From an optimization exercise on the open Yosys and OpenROAD flow, aimed at small area, a short achievable clock period and few clock cycles per item; shortcuts taken in it are not production practice.
Only simulation tests tie the RTL to the original design; equivalence was not proved.
Power is estimated from default activity; no workload was simulated.

==> job 2759 <==
==> flow/design.v <==
module bk_add #(parameter N = 32) (
    input  [N-1:0] a,
    input  [N-1:0] b,
    input          cin,
    output [N-1:0] s,
    output         co
);
    localparam TOP = (N > 64) ? 64 : (N > 32) ? 32 : (N > 16) ? 16 : (N > 8) ? 8 : (N > 4) ? 4 : (N > 2) ? 2 : 1;
    wire [N-1:0] p0 = a ^ b;
    wire [N-1:0] g0 = a & b;
    reg  [N-1:0] G, P;
    integer i, d;
    always @(*) begin
        G = g0;
        P = p0;
        G[0] = g0[0] | (p0[0] & cin);
        for (d = 1; d < N; d = d * 2)
            for (i = 2 * d - 1; i < N; i = i + 2 * d) begin
                G[i] = G[i] | (P[i] & G[i - d]);
                P[i] = P[i] & P[i - d];
            end
        for (d = TOP; d >= 1; d = d / 2)
            for (i = 3 * d - 1; i < N; i = i + 2 * d) begin
                G[i] = G[i] | (P[i] & G[i - d]);
                P[i] = P[i] & P[i - d];
            end
    end
    assign s = p0 ^ {G[N-2:0], cin};
    assign co = G[N-1];
endmodule
module alu_addsub (
    input  [31:0] a,
    input  [31:0] b,       
    input         cin,
    output [31:0] s,
    output [3:0]  flag
);
    wire co;
    bk_add #(32) u_add (.a(a), .b(b), .cin(cin), .s(s), .co(co));
    wire ovf = (a[31] == b[31]) & (s[31] != a[31]);
    wire [31:0] cz = {a[30:0] | b[30:0], cin};
    wire zero = ~|((a ^ b) ^ cz);
    assign flag = {ovf, zero, s[31], ovf};
endmodule
module mul_group (
    input  [31:0] m,
    input  [8:0]  q9,      
    input  [31:0] s_in,    
    input  [31:0] c_in,
    input         cl_in,   
    output [31:0] s_out,
    output [31:0] c_out,
    output        cl_out,
    output [7:0]  p        
);
    wire [39:0] r [0:3];
    wire [3:0] ng;
    genvar t;
    generate
        for (t = 0; t < 4; t = t + 1) begin : row
            wire b0 = q9[2*t], b1 = q9[2*t+1], b2 = q9[2*t+2];
            wire one = b0 ^ b1;
            wire two = (b2 & ~b1 & ~b0) | (~b2 & b1 & b0);
            assign ng[t] = b2 & ~(b1 & b0);
            wire [32:0] mag = one ? {m[31], m} : two ? {m, 1'b0} : 33'd0;
            wire [32:0] x = mag ^ {33{ng[t]}};
            wire [39:0] u = {7'd0, ~x[32], x[31:0]};
            assign r[t] = u << (2*t);
        end
    endgenerate
    wire [39:0] nv = {32'd0, 1'b1, ng[3], 1'b1, ng[2], 1'b1, ng[1], 1'b1, ng[0]} ;
    wire [39:0] av = {8'd0, s_in};
    wire [39:0] bv = {8'd0, c_in[31:1], c_in[0] | 1'b0};
    wire [39:0] s1 = r[0] ^ r[1] ^ r[2];
    wire [39:0] c1 = ((r[0] & r[1]) | (r[0] & r[2]) | (r[1] & r[2])) << 1;
    wire [39:0] s2 = r[3] ^ av ^ bv;
    wire [39:0] c2 = ((r[3] & av) | (r[3] & bv) | (av & bv)) << 1;
    wire [39:0] s3 = s1 ^ c1 ^ s2;
    wire [39:0] c3 = ((s1 & c1) | (s1 & s2) | (c1 & s2)) << 1;
    wire [39:0] c2n = c2 | {39'd0, cl_in};           
    wire [39:0] s4 = s3 ^ c2n ^ nv;
    wire [39:0] c4 = ((s3 & c2n) | (s3 & nv) | (c2n & nv)) << 1;
    wire [39:0] s5 = s4 ^ c4 ^ c3;
    wire [39:0] c5 = ((s4 & c4) | (s4 & c3) | (c4 & c3)) << 1;
    wire [8:0] lo = {1'b0, s5[7:0]} + {1'b0, c5[7:0]};
    assign p = lo[7:0];
    assign cl_out = lo[8];
    assign s_out = s5[39:8];
    assign c_out = c5[39:8];
endmodule
module mul_hi (
    input  [31:0] s,
    input  [31:0] c,
    input         cl,
    output [31:0] h
);
    localparam [31:0] K = 32'haaaaaaaa;
    wire [31:0] x = s ^ c ^ K;
    wire [31:0] y = (s & c) | (s & K) | (c & K);
    wire co;
    bk_add #(32) u_cpa (.a(x), .b({y[30:0], cl}), .cin(1'b0), .s(h), .co(co));
endmodule
module div_step (
    input  [30:0] r,
    input         b,
    input  [32:0] dx,
    input         c0,
    output [30:0] r_out,
    output        q
);
    wire [31:0] x = {r, b};
    wire [32:0] t;
    wire co;
    bk_add #(33) u_sub (.a({1'b0, x}), .b(dx), .cin(c0), .s(t), .co(co));
    assign q = ~t[32];
    assign r_out = q ? t[30:0] : x[30:0];
endmodule
module div_lt (
    input  [30:0] y,
    input  [32:0] dx,
    input         c0,
    output        lt
);
    wire [32:0] t;
    wire co;
    bk_add #(33) u_cmp (.a({2'b0, y}), .b(dx), .cin(c0), .s(t), .co(co));
    assign lt = t[32];
endmodule
module ALU #(
    parameter WIDTH = 32
)(
    input [WIDTH-1:0] num_1,
    input [WIDTH-1:0] num_2,
    input [WIDTH-1:0] sub_reg_input,
    input [3:0] opcode,
    input clk,
    output reg [WIDTH-1:0] result,
    output reg [WIDTH-1:0] sub_reg_result,
    output reg done,
    output reg [3:0] flag  
);
    wire op_mul = (opcode == 4'd2);
    wire op_div = (opcode == 4'd3);
    wire op_arith = (opcode == 4'd0) | (opcode == 4'd1) | (opcode == 4'd4);
    wire op_logic = (opcode == 4'd5) | (opcode == 4'd6) | (opcode == 4'd7) | (opcode == 4'd8);
    wire is_add = ~opcode[0] & ~opcode[2];
    wire is_neg = opcode[2];
    wire [31:0] aa = is_neg ? 32'd0 : num_1;
    wire [31:0] bb = is_add ? num_2 : ~(is_neg ? num_1 : num_2);
    wire [31:0] ar_s;
    wire [3:0]  ar_f;
    alu_addsub u_add (.a(aa), .b(bb), .cin(~is_add), .s(ar_s), .flag(ar_f));
    reg [31:0] lg;
    always @(*) begin
        case (opcode[1:0])
            2'b01:   lg = num_1 & num_2;
            2'b10:   lg = num_1 | num_2;
            2'b11:   lg = num_1 ^ num_2;
            default: lg = ~num_1;
        endcase
    end
    wire [3:0] lg_f = {1'b0, ~|lg, lg[31], 1'b0};
    reg        act;         
    reg        fin;         
    reg        ovf;         
    reg  [5:0] cnt;         
    reg  [31:0] hs;         
    reg  [31:0] hc;         
    reg         mcl;        
    reg  [31:0] lo;         
    reg  [32:0] dxr;        
    reg         c0r;
    wire [1:0] grp = act ? cnt[1:0] : 2'd0;
    reg  [8:0] q9;
    always @(*) begin
        case (grp)
            2'd0: q9 = {num_2[7:0], 1'b0};
            2'd1: q9 = num_2[15:7];
            2'd2: q9 = num_2[23:15];
            default: q9 = num_2[31:23];
        endcase
    end
    wire [31:0] ms_s, ms_c;
    wire ms_cl;
    wire [7:0] ms_p;
    mul_group u_mul (.m(num_1), .q9(q9), .s_in(act ? hs : 32'h55555556), .c_in(act ? hc : 32'd0),
                     .cl_in(act & mcl), .s_out(ms_s), .c_out(ms_c), .cl_out(ms_cl), .p(ms_p));
    wire [31:0] mh;
    mul_hi u_mh (.s(hs), .c(hc), .cl(mcl), .h(mh));
    wire zs = sub_reg_input[31];
    wire ds = num_2[31];
    wire [32:0] dx = ds ? {num_2[31], num_2} : ~{num_2[31], num_2};    
    wire c0 = ~ds;
    wire [63:0] zm = {sub_reg_input, num_1} ^ {64{zs}};
    wire [30:0] r0 = act ? hs[30:0] : zm[62:32];    
    wire [31:0] l0 = act ? lo : zm[31:0];
    wire [5:0]  cn = act ? cnt : 6'd32;
    wire [30:0] r1, r2;
    wire q1, q2;
    div_step u_s1 (.r(hs[30:0]), .b(lo[31]), .dx(dxr), .c0(c0r), .r_out(r1), .q(q1));
    div_step u_s2 (.r(r1), .b(lo[30]), .dx(dxr), .c0(c0r), .r_out(r2), .q(q2));
    wire lt16, lt8;
    div_lt u_l16 (.y({r0[14:0], l0[31:16]}), .dx(dx), .c0(c0), .lt(lt16));
    div_lt u_l8  (.y({r0[22:0], l0[31:24]}), .dx(dx), .c0(c0), .lt(lt8));
    wire sk16 = cn[5] | cn[4];
    wire sk8  = cn[5] | cn[4] | cn[3];
    wire do16 = sk16 & ~|r0[30:15] & lt16;
    wire do8  = sk8 & ~|r0[30:23] & lt8;
    always @(posedge clk) begin
        dxr <= dx;
        c0r <= c0;
        hc  <= ms_c;
        mcl <= ms_cl;
        if (!opcode[0]) begin                
            hs  <= ms_s;
            lo  <= {ms_p, lo[31:8]};
        end else if (do16) begin
            hs  <= {1'b0, r0[14:0], l0[31:16]};
            lo  <= {l0[15:0], 16'd0};
        end else if (do8) begin
            hs  <= {1'b0, r0[22:0], l0[31:24]};
            lo  <= {l0[23:0], 8'd0};
        end else if (!act) begin
            hs  <= {1'b0, r0};
            lo  <= l0;
        end else begin
            hs  <= {1'b0, r2};
            lo  <= {lo[29:0], q1, q2};
        end
        if (!(op_mul | op_div) | fin) begin
            act <= 1'b0;
            fin <= 1'b0;
        end else if (op_mul) begin
            cnt <= act ? cnt + 6'd1 : 6'd1;
            act <= 1'b1;
            fin <= act & (cnt[1:0] == 2'd3);
        end else begin
            act <= 1'b1;
            if (!act) ovf <= 1'b0;
            if (do16) begin
                cnt <= cn - 6'd16;
                fin <= (cn == 6'd16);
            end else if (do8) begin
                cnt <= cn - 6'd8;
                fin <= (cn == 6'd8);
            end else if (!act) begin
                cnt <= 6'd32;
            end else begin
                cnt <= cnt - 6'd2;
                ovf <= cnt[5] & q1;
                fin <= (cnt == 6'd2) | (cnt[5] & q1);
            end
        end
    end
    wire [31:0] rp = {1'b0, hs[30:0]};
    wire [31:0] qp = lo;
    wire [31:0] ea = ds ? rp : ~rp;
    wire [31:0] ecz = {ea[30:0] | num_2[30:0], ds};
    wire ex = ~|((ea ^ num_2) ^ ecz);
    wire sadj = zs & ex & qp[0];
    wire dneg = zs ^ ds;
    wire dcin = dneg ^ sadj;
    wire [31:0] dx_q = qp ^ {32{dneg}};
    reg  [31:0] dpre;                     
    integer k;
    always @(*) begin
        dpre[0] = 1'b1;
        for (k = 1; k < 32; k = k + 1) dpre[k] = dpre[k-1] & dx_q[k-1];
    end
    wire [31:0] dq = dx_q ^ (dpre & {32{dcin}});
    wire [31:0] dr = zs ? (sadj ? 32'd0 : ~rp) : rp;
    wire qz = ~|qp;
    wire dzero = qz;
    wire dsign = dneg ? ~qz : (&qp[30:0] & sadj);
    always @(*) begin
        result = lg;
        sub_reg_result = 32'd0;
        flag = lg_f;
        done = 1'b0;
        if (op_arith) begin
            result = ar_s;
            flag = ar_f;
            done = 1'b1;
        end else if (op_logic) begin
            done = 1'b1;
        end else if (op_mul) begin
            result = lo;
            sub_reg_result = mh;
            flag = {1'b0, ~|{mh, lo}, mh[31], 1'b0};
            done = fin;
        end else if (op_div) begin
            result = ovf ? 32'd0 : dq;
            sub_reg_result = ovf ? 32'd0 : dr;
            flag = ovf ? 4'b1100 : {1'b0, dzero, dsign, 1'b0};
            done = fin;
        end
    end
endmodule
==> flow/flow/run.sh <==
#!/bin/bash
set -euo pipefail
export BUFFER_PORTS_ARGS="-buffer_cell sky130_fd_sc_hd__buf_2"
bash standard.sh > flow.log 2>&1
==> flow/standard.sh <==
#!/bin/bash
# synth_recipe.tcl (not shown) runs the flow's synth.tcl, then flattens the netlist and writes it again
# the make line also repeats each setting of config.mk as NAME=value (left out here)
make -C /OpenROAD-flow-scripts/flow DESIGN_CONFIG=/design/flow/config.mk WORK_HOME=/design/flow/orfs CLKGATE_MAP_FILE= SYNTH_SCRIPT=/design/flow/synth_recipe.tcl "${@:-finish}"
==> flow/config.mk <==
export PLATFORM = sky130hd
export DESIGN_NAME = ALU
export DESIGN_NICKNAME = ALU
export VERILOG_FILES = /design/flow/design.v
export SDC_FILE = /design/flow/constraint.sdc
export NUM_CORES = 4
export LEC_CHECK = 0
export ABC_AREA = 1
export CAP_MARGIN = 20
export CORE_MARGIN = 2
export CORE_UTILIZATION = 40
export PLACE_DENSITY = 0.6
export SLEW_MARGIN = 20
==> flow/constraint.sdc <==
create_clock -name core_clock -period 10.0 [get_ports {clk}]
set_input_delay 2.0000 -clock core_clock [delete_from_list [all_inputs] [get_ports {clk}]]
set_output_delay 2.0000 -clock core_clock [all_outputs]
set_load 0.01 [all_outputs]
==> job 2002: changes against job 2759 <==
--- a/flow/design.v
+++ b/flow/design.v
@@ -35,8 +35,7 @@
     output [31:0] s,
     output [3:0]  flag
 );
-    wire co;
-    bk_add #(32) u_add (.a(a), .b(b), .cin(cin), .s(s), .co(co));
+    assign s = a + b + {31'd0, cin};      
     wire ovf = (a[31] == b[31]) & (s[31] != a[31]);
     wire [31:0] cz = {a[30:0] | b[30:0], cin};
     wire zero = ~|((a ^ b) ^ cz);
@@ -62,8 +61,8 @@
             wire one = b0 ^ b1;
             wire two = (b2 & ~b1 & ~b0) | (~b2 & b1 & b0);
             assign ng[t] = b2 & ~(b1 & b0);
-            wire [32:0] mag = one ? {m[31], m} : two ? {m, 1'b0} : 33'd0;
-            wire [32:0] x = mag ^ {33{ng[t]}};
+            wire [32:0] mn = {m[31], m} ^ {33{ng[t]}};      
+            wire [32:0] x = ({33{one}} & mn) | ({33{two}} & {mn[31:0], ng[t]});
             wire [39:0] u = {7'd0, ~x[32], x[31:0]};
             assign r[t] = u << (2*t);
         end
@@ -92,39 +91,42 @@
     input  [31:0] s,
     input  [31:0] c,
     input         cl,
-    output [31:0] h
+    output [31:0] h,
+    output        hz
 );
     localparam [31:0] K = 32'haaaaaaaa;
     wire [31:0] x = s ^ c ^ K;
-    wire [31:0] y = (s & c) | (s & K) | (c & K);
+    wire [31:0] y = {((s[30:0] & c[30:0]) | (s[30:0] & K[30:0]) | (c[30:0] & K[30:0])), cl};
     wire co;
-    bk_add #(32) u_cpa (.a(x), .b({y[30:0], cl}), .cin(1'b0), .s(h), .co(co));
+    bk_add #(32) u_cpa (.a(x), .b(y), .cin(1'b0), .s(h), .co(co));
+    assign hz = ~|((x ^ y) ^ {x[30:0] | y[30:0], 1'b0});
 endmodule
 module div_step (
     input  [30:0] r,
     input         b,
-    input  [32:0] dx,
-    input         c0,
+    input         zs,
+    input  [32:0] y,
+    input         cin,
     output [30:0] r_out,
     output        q
 );
-    wire [31:0] x = {r, b};
     wire [32:0] t;
     wire co;
-    bk_add #(33) u_sub (.a({1'b0, x}), .b(dx), .cin(c0), .s(t), .co(co));
-    assign q = ~t[32];
-    assign r_out = q ? t[30:0] : x[30:0];
+    bk_add #(33) u_sub (.a({zs, r, b}), .b(y), .cin(cin), .s(t), .co(co));
+    assign q = t[32] ^ ~zs;
+    assign r_out = q ? t[30:0] : {r[29:0], b};
 endmodule
 module div_lt (
-    input  [30:0] y,
-    input  [32:0] dx,
-    input         c0,
+    input  [30:0] v,
+    input         zs,
+    input  [32:0] y,
+    input         cin,
     output        lt
 );
     wire [32:0] t;
     wire co;
-    bk_add #(33) u_cmp (.a({2'b0, y}), .b(dx), .cin(c0), .s(t), .co(co));
-    assign lt = t[32];
+    bk_add #(33) u_cmp (.a({zs, zs, v}), .b(y), .cin(cin), .s(t), .co(co));
+    assign lt = t[32] ^ zs;
 endmodule
 module ALU #(
     parameter WIDTH = 32
@@ -168,8 +170,8 @@
     reg  [31:0] hc;         
     reg         mcl;        
     reg  [31:0] lo;         
-    reg  [32:0] dxr;        
-    reg         c0r;
+    reg         cr;         
+    reg         zr;         
     wire [1:0] grp = act ? cnt[1:0] : 2'd0;
     reg  [8:0] q9;
     always @(*) begin
@@ -186,46 +188,46 @@
     mul_group u_mul (.m(num_1), .q9(q9), .s_in(act ? hs : 32'h55555556), .c_in(act ? hc : 32'd0),
                      .cl_in(act & mcl), .s_out(ms_s), .c_out(ms_c), .cl_out(ms_cl), .p(ms_p));
     wire [31:0] mh;
-    mul_hi u_mh (.s(hs), .c(hc), .cl(mcl), .h(mh));
+    wire mhz;
+    mul_hi u_mh (.s(hs), .c(hc), .cl(mcl), .h(mh), .hz(mhz));
     wire zs = sub_reg_input[31];
     wire ds = num_2[31];
-    wire [32:0] dx = ds ? {num_2[31], num_2} : ~{num_2[31], num_2};    
-    wire c0 = ~ds;
-    wire [63:0] zm = {sub_reg_input, num_1} ^ {64{zs}};
-    wire [30:0] r0 = act ? hs[30:0] : zm[62:32];    
-    wire [31:0] l0 = act ? lo : zm[31:0];
+    wire dneg = zs ^ ds;
+    wire [32:0] y = {num_2[31], num_2} ^ {33{~dneg}};    
+    wire cin = ~dneg;
+    wire [30:0] r0 = act ? hs[30:0] : sub_reg_input[30:0];    
+    wire [31:0] l0 = act ? lo : num_1;
     wire [5:0]  cn = act ? cnt : 6'd32;
     wire [30:0] r1, r2;
     wire q1, q2;
-    div_step u_s1 (.r(hs[30:0]), .b(lo[31]), .dx(dxr), .c0(c0r), .r_out(r1), .q(q1));
-    div_step u_s2 (.r(r1), .b(lo[30]), .dx(dxr), .c0(c0r), .r_out(r2), .q(q2));
-    wire lt16, lt8;
-    div_lt u_l16 (.y({r0[14:0], l0[31:16]}), .dx(dx), .c0(c0), .lt(lt16));
-    div_lt u_l8  (.y({r0[22:0], l0[31:24]}), .dx(dx), .c0(c0), .lt(lt8));
-    wire sk16 = cn[5] | cn[4];
-    wire sk8  = cn[5] | cn[4] | cn[3];
-    wire do16 = sk16 & ~|r0[30:15] & lt16;
-    wire do8  = sk8 & ~|r0[30:23] & lt8;
+    wire [32:0] yr = {hc[31], hc};       
+    div_step u_s1 (.r(hs[30:0]), .b(lo[31]), .zs(zs), .y(yr), .cin(cr), .r_out(r1), .q(q1));
+    div_step u_s2 (.r(r1), .b(lo[30]), .zs(zs), .y(yr), .cin(cr), .r_out(r2), .q(q2));
+    wire ltA, ltB;
+    div_lt u_la (.v({r0[0], l0[31:2]}), .zs(zs), .y(y), .cin(cin), .lt(ltA));
+    div_lt u_lb (.v({r0[18:0], l0[31:20]}), .zs(zs), .y(y), .cin(cin), .lt(ltB));
+    wire doA = (cn >= 6'd30) & (r0[30:1] == {30{zs}}) & ltA;
+    wire doB = (cn >= 6'd12) & (r0[30:19] == {12{zs}}) & ltB;
     always @(posedge clk) begin
-        dxr <= dx;
-        c0r <= c0;
-        hc  <= ms_c;
+        cr <= cin;
+        zr <= zs;
+        hc  <= opcode[0] ? y[31:0] : ms_c;
         mcl <= ms_cl;
         if (!opcode[0]) begin                
             hs  <= ms_s;
             lo  <= {ms_p, lo[31:8]};
-        end else if (do16) begin
-            hs  <= {1'b0, r0[14:0], l0[31:16]};
-            lo  <= {l0[15:0], 16'd0};
-        end else if (do8) begin
-            hs  <= {1'b0, r0[22:0], l0[31:24]};
-            lo  <= {l0[23:0], 8'd0};
+        end else if (doA) begin
+            hs  <= {1'b0, r0[0], l0[31:2]};
+            lo  <= {l0[1:0], {30{dneg}}};
+        end else if (doB) begin
+            hs  <= {1'b0, r0[18:0], l0[31:20]};
+            lo  <= {l0[19:0], {12{dneg}}};
         end else if (!act) begin
             hs  <= {1'b0, r0};
             lo  <= l0;
         end else begin
             hs  <= {1'b0, r2};
-            lo  <= {lo[29:0], q1, q2};
+            lo  <= {lo[29:0], q1 ^ dneg, q2 ^ dneg};
         end
         if (!(op_mul | op_div) | fin) begin
             act <= 1'b0;
@@ -237,12 +239,12 @@
         end else begin
             act <= 1'b1;
             if (!act) ovf <= 1'b0;
-            if (do16) begin
-                cnt <= cn - 6'd16;
-                fin <= (cn == 6'd16);
-            end else if (do8) begin
-                cnt <= cn - 6'd8;
-                fin <= (cn == 6'd8);
+            if (doA) begin
+                cnt <= cn - 6'd30;
+                fin <= (cn == 6'd30);
+            end else if (doB) begin
+                cnt <= cn - 6'd12;
+                fin <= (cn == 6'd12);
             end else if (!act) begin
                 cnt <= 6'd32;
             end else begin
@@ -252,26 +254,23 @@
             end
         end
     end
-    wire [31:0] rp = {1'b0, hs[30:0]};
-    wire [31:0] qp = lo;
-    wire [31:0] ea = ds ? rp : ~rp;
-    wire [31:0] ecz = {ea[30:0] | num_2[30:0], ds};
-    wire ex = ~|((ea ^ num_2) ^ ecz);
-    wire sadj = zs & ex & qp[0];
-    wire dneg = zs ^ ds;
-    wire dcin = dneg ^ sadj;
-    wire [31:0] dx_q = qp ^ {32{dneg}};
-    reg  [31:0] dpre;                     
+    wire rneg = ~cr;
+    wire [31:0] ea = {1'b1, hs[30:0]};
+    wire [31:0] eb = yr[31:0];
+    wire [31:0] ecz = {ea[30:0] | eb[30:0], cr};
+    wire ex = ~|((ea ^ eb) ^ ecz);
+    wire sadj = zr & ex & (lo[0] ^ rneg);         
+    wire dcin = rneg ^ sadj;
+    reg  [31:0] dpre;                             
     integer k;
     always @(*) begin
         dpre[0] = 1'b1;
-        for (k = 1; k < 32; k = k + 1) dpre[k] = dpre[k-1] & dx_q[k-1];
-    end
-    wire [31:0] dq = dx_q ^ (dpre & {32{dcin}});
-    wire [31:0] dr = zs ? (sadj ? 32'd0 : ~rp) : rp;
-    wire qz = ~|qp;
-    wire dzero = qz;
-    wire dsign = dneg ? ~qz : (&qp[30:0] & sadj);
+        for (k = 1; k < 32; k = k + 1) dpre[k] = dpre[k-1] & lo[k-1];
+    end
+    wire [31:0] dq = lo ^ (dpre & {32{dcin}});
+    wire [31:0] dr = sadj ? 32'd0 : {zr, hs[30:0]};
+    wire qz = (lo == {32{rneg}});
+    wire dsign = rneg ? ~qz : (&lo[30:0] & sadj);
     always @(*) begin
         result = lg;
         sub_reg_result = 32'd0;
@@ -286,12 +285,12 @@
         end else if (op_mul) begin
             result = lo;
             sub_reg_result = mh;
-            flag = {1'b0, ~|{mh, lo}, mh[31], 1'b0};
+            flag = {1'b0, mhz & ~|lo, mh[31], 1'b0};
             done = fin;
         end else if (op_div) begin
             result = ovf ? 32'd0 : dq;
             sub_reg_result = ovf ? 32'd0 : dr;
-            flag = ovf ? 4'b1100 : {1'b0, dzero, dsign, 1'b0};
+            flag = ovf ? 4'b1100 : {1'b0, qz, dsign, 1'b0};
             done = fin;
         end
     end
- CORE_UTILIZATION: 40 -> 70
- PLACE_DENSITY: 0.6 -> 0.85
- SETUP_SLACK_MARGIN: unset -> 3.0
==> comparison table <==
Result of the run: job 2759 finished clean; job 2002 finished clean
Max incr delay on CP: job 2759 0.77 ns; job 2002 0.67 ns
Share of synthesized area occupied by flip-flops and latches: job 2759 0.0943; job 2002 0.0748
Cell with the biggest individual delay on the critical path: job 2759 sky130_fd_sc_hd__xor2_1; job 2002 sky130_fd_sc_hd__dfxtp_1
Number of levels in the clock H-tree: job 2759 4; job 2002 3
Count of multi-input combinational gates: job 2759 3460; job 2002 3473
Count of mapped cells out of synthesis: job 2759 4483; job 2002 4589
Worst Slack Setup Final: job 2759 0.923 ns; job 2002 2.96 ns
WL met3: job 2759 15.3 mm; job 2002 25.8 mm
Sw Share: job 2759 0.583; job 2002 0.588
Complex-gate fraction of the synthesized area: job 2759 0.184; job 2002 0.162
Initial core utilization: job 2759 0.405; job 2002 0.707
Dpl cell area: job 2759 31300 µm²; job 2002 30500 µm²
Global routing met1 resource utilization: job 2759 0.484; job 2002 0.714
Worst setup skew after layout: job 2759 0.0194 ns; job 2002 0.0161 ns
Wire length after detailed routing: job 2759 144 mm; job 2002 136 mm
Leakage dissipation: job 2759 16.2 nW; job 2002 17.4 nW
Non-Clock Inverter Count: job 2759 652; job 2002 811
Testbench counts of job 2759, summed over its fixed seeds: cycles 9,075, items 4,800.
Testbench counts of job 2002, summed over its fixed seeds: cycles 8,810, items 4,800.

[re-timing with driven ports]
The flow's constraints put no driver on any port. The routed layouts listed below were extracted and timed again, unchanged, in two steps. Step 1 sets driving cells, clkbuf_16 on the clock port and buf_2 on the other inputs (assumed; they add their load-dependent delay and slew). Step 2, shift: input delay + t, output delay - t, t = (earliest + latest rising clock arrival at the registers) / 2. This alone moves slack from input paths to output paths. a / b / c = ideal / step 1 / step 2; a / b = the first two.
run | t (ns) | slack for setup (ns) | latest minus earliest clock arrival (ns) | worst register clock-pin slew, ns | worst slew at a driven data input, ns
job 2759 | 0.518 | 0.923 / 0.860 / 1.029 | 0.019 / 0.020 | 0.08 / 0.08 | 0.08
job 2002 | 0.448 | 2.955 / 2.823 / 2.664 | 0.016 / 0.017 | 0.10 / 0.10 | 0.19
After both steps every run listed still meets setup and hold. For job 2002, which loses most, drivers alone change the setup slack by -0.132 ns; drivers and shift together by -0.291 ns.
